Context: an optimization exercise on an open-source flow, tuned for small area. The choices shown serve that exercise and are no tape-out recipe.
Only simulation tests tie the RTL to the original design; equivalence was not proved.
Power and IR drop assume default switching activity.

// top
module top (
    input wire clk,
    input wire reset,
    input wire run_enable,
    input wire reg_write_enable,
    input wire [1:0] reg_write_addr,
    input wire [3:0] reg_write_data,
    input wire instr_write_enable,
    input wire [3:0] instr_write_addr,
    input wire [15:0] instr_write_data,
    output reg [3:0] pc,
    output wire [15:0] instruction,
    output wire [3:0] result,
    output wire zero,
    output wire negative,
    output wire carry,
    output wire overflow
);
Settings: LEC_CHECK=0, CAP_MARGIN=20, CORE_MARGIN=2, CORE_UTILIZATION=40, SLEW_MARGIN=20, SYNTH_HIERARCHICAL=1; clock period 8.5 ns.
standard.sh (not shown) runs the stock make flow with config.mk's settings and CLKGATE_MAP_FILE= SYNTH_SCRIPT=/design/flow/synth_recipe.tcl, a recipe that flattens the netlist after the stock synthesis.
==> flow/flow/run.sh <==
#!/bin/bash
# The standard layout (standard.sh: the standard flow's synthesis and ORFS flow) with three
# changes that only affect sizing and buffering:
#  - every port gets the smallest buffer (buf_1) rather than the default pick;
#  - after floorplan, logic cells are set to their smallest drive strength
#    (flow/downsize.tcl); the resizer upsizes where needed later on;
#  - the clock tree uses larger sink clusters of clkbuf_16 leaf buffers.
set -euo pipefail
here=$(pwd)
bash standard.sh \
  "BUFFER_PORTS_ARGS=-buffer_cell sky130_fd_sc_hd__buf_1" \
  "POST_FLOORPLAN_TCL=$here/flow/downsize.tcl" \
  "CTS_ARGS=-sink_clustering_enable -repair_clock_nets -sink_clustering_size 30 -sink_clustering_max_diameter 80 -buf_list sky130_fd_sc_hd__clkbuf_16" \
  finish > "$here/standard_sh.log" 2>&1
==> flow/flow/downsize.tcl <==
# Run after floorplan (POST_FLOORPLAN_TCL): give every logic cell the smallest
# drive strength of its family. Synthesis sizes cells for loads it can only
# guess; the resizer's repair_design and repair_timing steps that follow in
# placement, CTS and routing upsize or buffer wherever slew, capacitance or
# timing need it.
set n_down 0
foreach inst [get_cells *] {
  set lc [get_lib_cells -of_objects $inst]
  set name [get_name $lc]
  if {![regexp {^(sky130_fd_sc_hd__[a-z0-9]+)_([0-9]+)$} $name -> base size]} { continue }
  set best $name
  set best_area [get_property $lc area]
  foreach cand [get_lib_cells ${base}_*] {
    set cname [get_name $cand]
    if {![regexp "^${base}_\[0-9\]+\$" $cname]} { continue }
    if {[get_property $cand dont_use]} { continue }
    set a [get_property $cand area]
    if {$a < $best_area} { set best $cname; set best_area $a }
  }
  if {$best ne $name} {
    replace_cell $inst $best
    incr n_down
  }
}
puts "downsize.tcl: downsized $n_down cells"
Then changed:
==> flow/run.sh (new file) <==
#!/bin/bash
# synth_recipe.tcl (not shown) runs the flow's synth.tcl, then flattens the netlist and writes it again
# the make line also repeats each setting of config.mk as NAME=value (left out here)
make -C /OpenROAD-flow-scripts/flow DESIGN_CONFIG=/design/flow/config.mk WORK_HOME=/design/flow/orfs CLKGATE_MAP_FILE= SYNTH_SCRIPT=/design/flow/synth_recipe.tcl finish
removed: flow/flow/run.sh
removed: flow/flow/downsize.tcl
removed: flow/standard.sh
Outcome:
- The changed run finished clean
- fmax decreases by a few percent
- combinational power increases by about a fifth
- synthesized area does not change
- final area grows by a little under a tenth

---

P:
top, a different RTL version from the one above (not shown whole).
Size: about 910 cells after synthesis, roughly 290 flip-flops, ~59 I/O pins.
clock: 8.5 ns
lec_check: 0
cap_margin: 5
core_margin: 2
core_utilization: 70
gpl_routability_driven: 0
gpl_timing_driven: 0
slew_margin: 5
synth_hierarchical: 1
==> flow/flow/run.sh <==
#!/bin/bash
# The standard layout (standard.sh: the standard flow's synthesis and ORFS flow) with
# changes that only affect sizing and buffering:
#  - every port gets the smallest buffer (buf_1) rather than the default pick;
#  - after floorplan, synthesis buffers are removed and logic cells are set to
#    their smallest drive strength (flow/downsize.tcl); the resizer buffers and
#    upsizes where needed later on;
#  - the clock tree uses larger sink clusters of clkbuf_16 leaf buffers and no
#    dummy loads.
set -euo pipefail
here=$(pwd)
bash standard.sh \
  "BUFFER_PORTS_ARGS=-buffer_cell sky130_fd_sc_hd__buf_1" \
  "POST_FLOORPLAN_TCL=$here/flow/downsize.tcl" \
  "CTS_ARGS=-sink_clustering_enable -repair_clock_nets -sink_clustering_size 28 -sink_clustering_max_diameter 80 -buf_list sky130_fd_sc_hd__clkbuf_16 -dont_use_dummy_load" \
  finish > "$here/standard_sh.log" 2>&1
==> flow/flow/downsize.tcl <==
# Remove the buffers synthesis inserted; repair_design re-buffers where needed.
remove_buffers
# Run after floorplan (POST_FLOORPLAN_TCL): give every logic cell the smallest
# drive strength of its family. Synthesis sizes cells for loads it can only
# guess; the resizer's repair_design and repair_timing steps that follow in
# placement, CTS and routing upsize or buffer wherever slew, capacitance or
# timing need it.
set n_down 0
foreach inst [get_cells *] {
  set lc [get_lib_cells -of_objects $inst]
  set name [get_name $lc]
  if {![regexp {^(sky130_fd_sc_hd__[a-z0-9]+)_([0-9]+)$} $name -> base size]} { continue }
  set best $name
  set best_area [get_property $lc area]
  foreach cand [get_lib_cells ${base}_*] {
    set cname [get_name $cand]
    if {![regexp "^${base}_\[0-9\]+\$" $cname]} { continue }
    if {[get_property $cand dont_use]} { continue }
    set a [get_property $cand area]
    if {$a < $best_area} { set best $cname; set best_area $a }
  }
  if {$best ne $name} {
    replace_cell $inst $best
    incr n_down
  }
}
puts "downsize.tcl: downsized $n_down cells"
P: full flow OK, the timing, DRC and antenna checks passed
> inputs changed (P -> Q)
Settings: GPL_TIMING_DRIVEN: 0 -> unset; GPL_ROUTABILITY_DRIVEN: 0 -> unset.
diff --git a/flow/flow/run.sh b/flow/flow/run.sh
--- a/flow/flow/run.sh
+++ b/flow/flow/run.sh
@@ -13,4 +13,4 @@
   "BUFFER_PORTS_ARGS=-buffer_cell sky130_fd_sc_hd__buf_1" \
   "POST_FLOORPLAN_TCL=$here/flow/downsize.tcl" \
-  "CTS_ARGS=-sink_clustering_enable -repair_clock_nets -sink_clustering_size 28 -sink_clustering_max_diameter 80 -buf_list sky130_fd_sc_hd__clkbuf_16 -dont_use_dummy_load" \
+  "CTS_ARGS=-sink_clustering_enable -repair_clock_nets -sink_clustering_size 30 -sink_clustering_max_diameter 90 -buf_list sky130_fd_sc_hd__clkbuf_16 -dont_use_dummy_load" \
   finish > "$here/standard_sh.log" 2>&1
## What came out
- Q against P: number of clock-tree buffers in the layout -1, ratio of final minimum period to clock period moved down, routed wire length went down by 430 um, global-route usage roughly the same.
The following lists how R was set up differently from Q:
Settings: swapping 70 for 65 in CORE_UTILIZATION.
diff --git a/flow/flow/run.sh b/flow/flow/run.sh
--- a/flow/flow/run.sh
+++ b/flow/flow/run.sh
@@ -13,4 +13,4 @@
   "BUFFER_PORTS_ARGS=-buffer_cell sky130_fd_sc_hd__buf_1" \
   "POST_FLOORPLAN_TCL=$here/flow/downsize.tcl" \
-  "CTS_ARGS=-sink_clustering_enable -repair_clock_nets -sink_clustering_size 30 -sink_clustering_max_diameter 90 -buf_list sky130_fd_sc_hd__clkbuf_16 -dont_use_dummy_load" \
+  "CTS_ARGS=-sink_clustering_enable -repair_clock_nets -sink_clustering_size 30 -sink_clustering_max_diameter 80 -buf_list sky130_fd_sc_hd__clkbuf_16 -dont_use_dummy_load" \
   finish > "$here/standard_sh.log" 2>&1
### Flow results
- R finished every step from synthesis to the final layout, and the layout passed the timing, DRC and antenna checks.
- Between R and Q, it is R whose routed wire length is higher, by 1.3 mm.
- Library cell contributing the largest single delay on the critical path = sky130_fd_sc_hd__a222oi_1: R; library cell contributing the largest single delay on the critical path = sky130_fd_sc_hd__and3_1: Q
- Number of non-filler instances in the completed layout went up slightly going from Q to R.
- Area of the core was higher in the run labelled R.
- As far as number of clock sinks seen by CTS goes, R and Q are indistinguishable; the numbers are identical.
- Fmax | R vs Q | R slower

afterwards: timing with drivers on the ports:
The flow's constraints put no driver on any port. The routed layouts listed below were extracted and timed again, unchanged, in two steps.
Step 1 sets driving cells, clkbuf_16 on the clock port and buf_2 on the other inputs (assumed; they add their load-dependent delay and slew).
Step 2 times the ports against the registers' clock, not the clock port: input delays grow and output delays shrink by t, the midpoint of the rising clock arrivals with the driver on.
Slacks: ideal ports / drivers / drivers and shift; pairs: ideal ports / drivers.
| run | t, ns | setup slack, ns | worst hold slack (ns) | worst setup path after step 2 |
|---|---|---|---|---|
| the first run of note 1 | 0.540 | 1.220 / 1.169 / 1.709 | 0.475 / 0.475 / 0.475 | register to output |
| the second run of note 1 | 0.603 | 0.836 / 0.784 / 1.387 | 0.470 / 0.470 / 0.470 | register to output |
| P | 0.525 | 0.661 / 0.614 / 1.139 | 0.468 / 0.468 / 0.468 | register to output |
| Q | 0.523 | 1.016 / 0.968 / 1.491 | 0.481 / 0.481 / 0.481 | register to output |
| R | 0.524 | 0.987 / 0.944 / 1.468 | 0.476 / 0.476 / 0.476 | register to output |
After both steps every run listed still meets setup and hold.
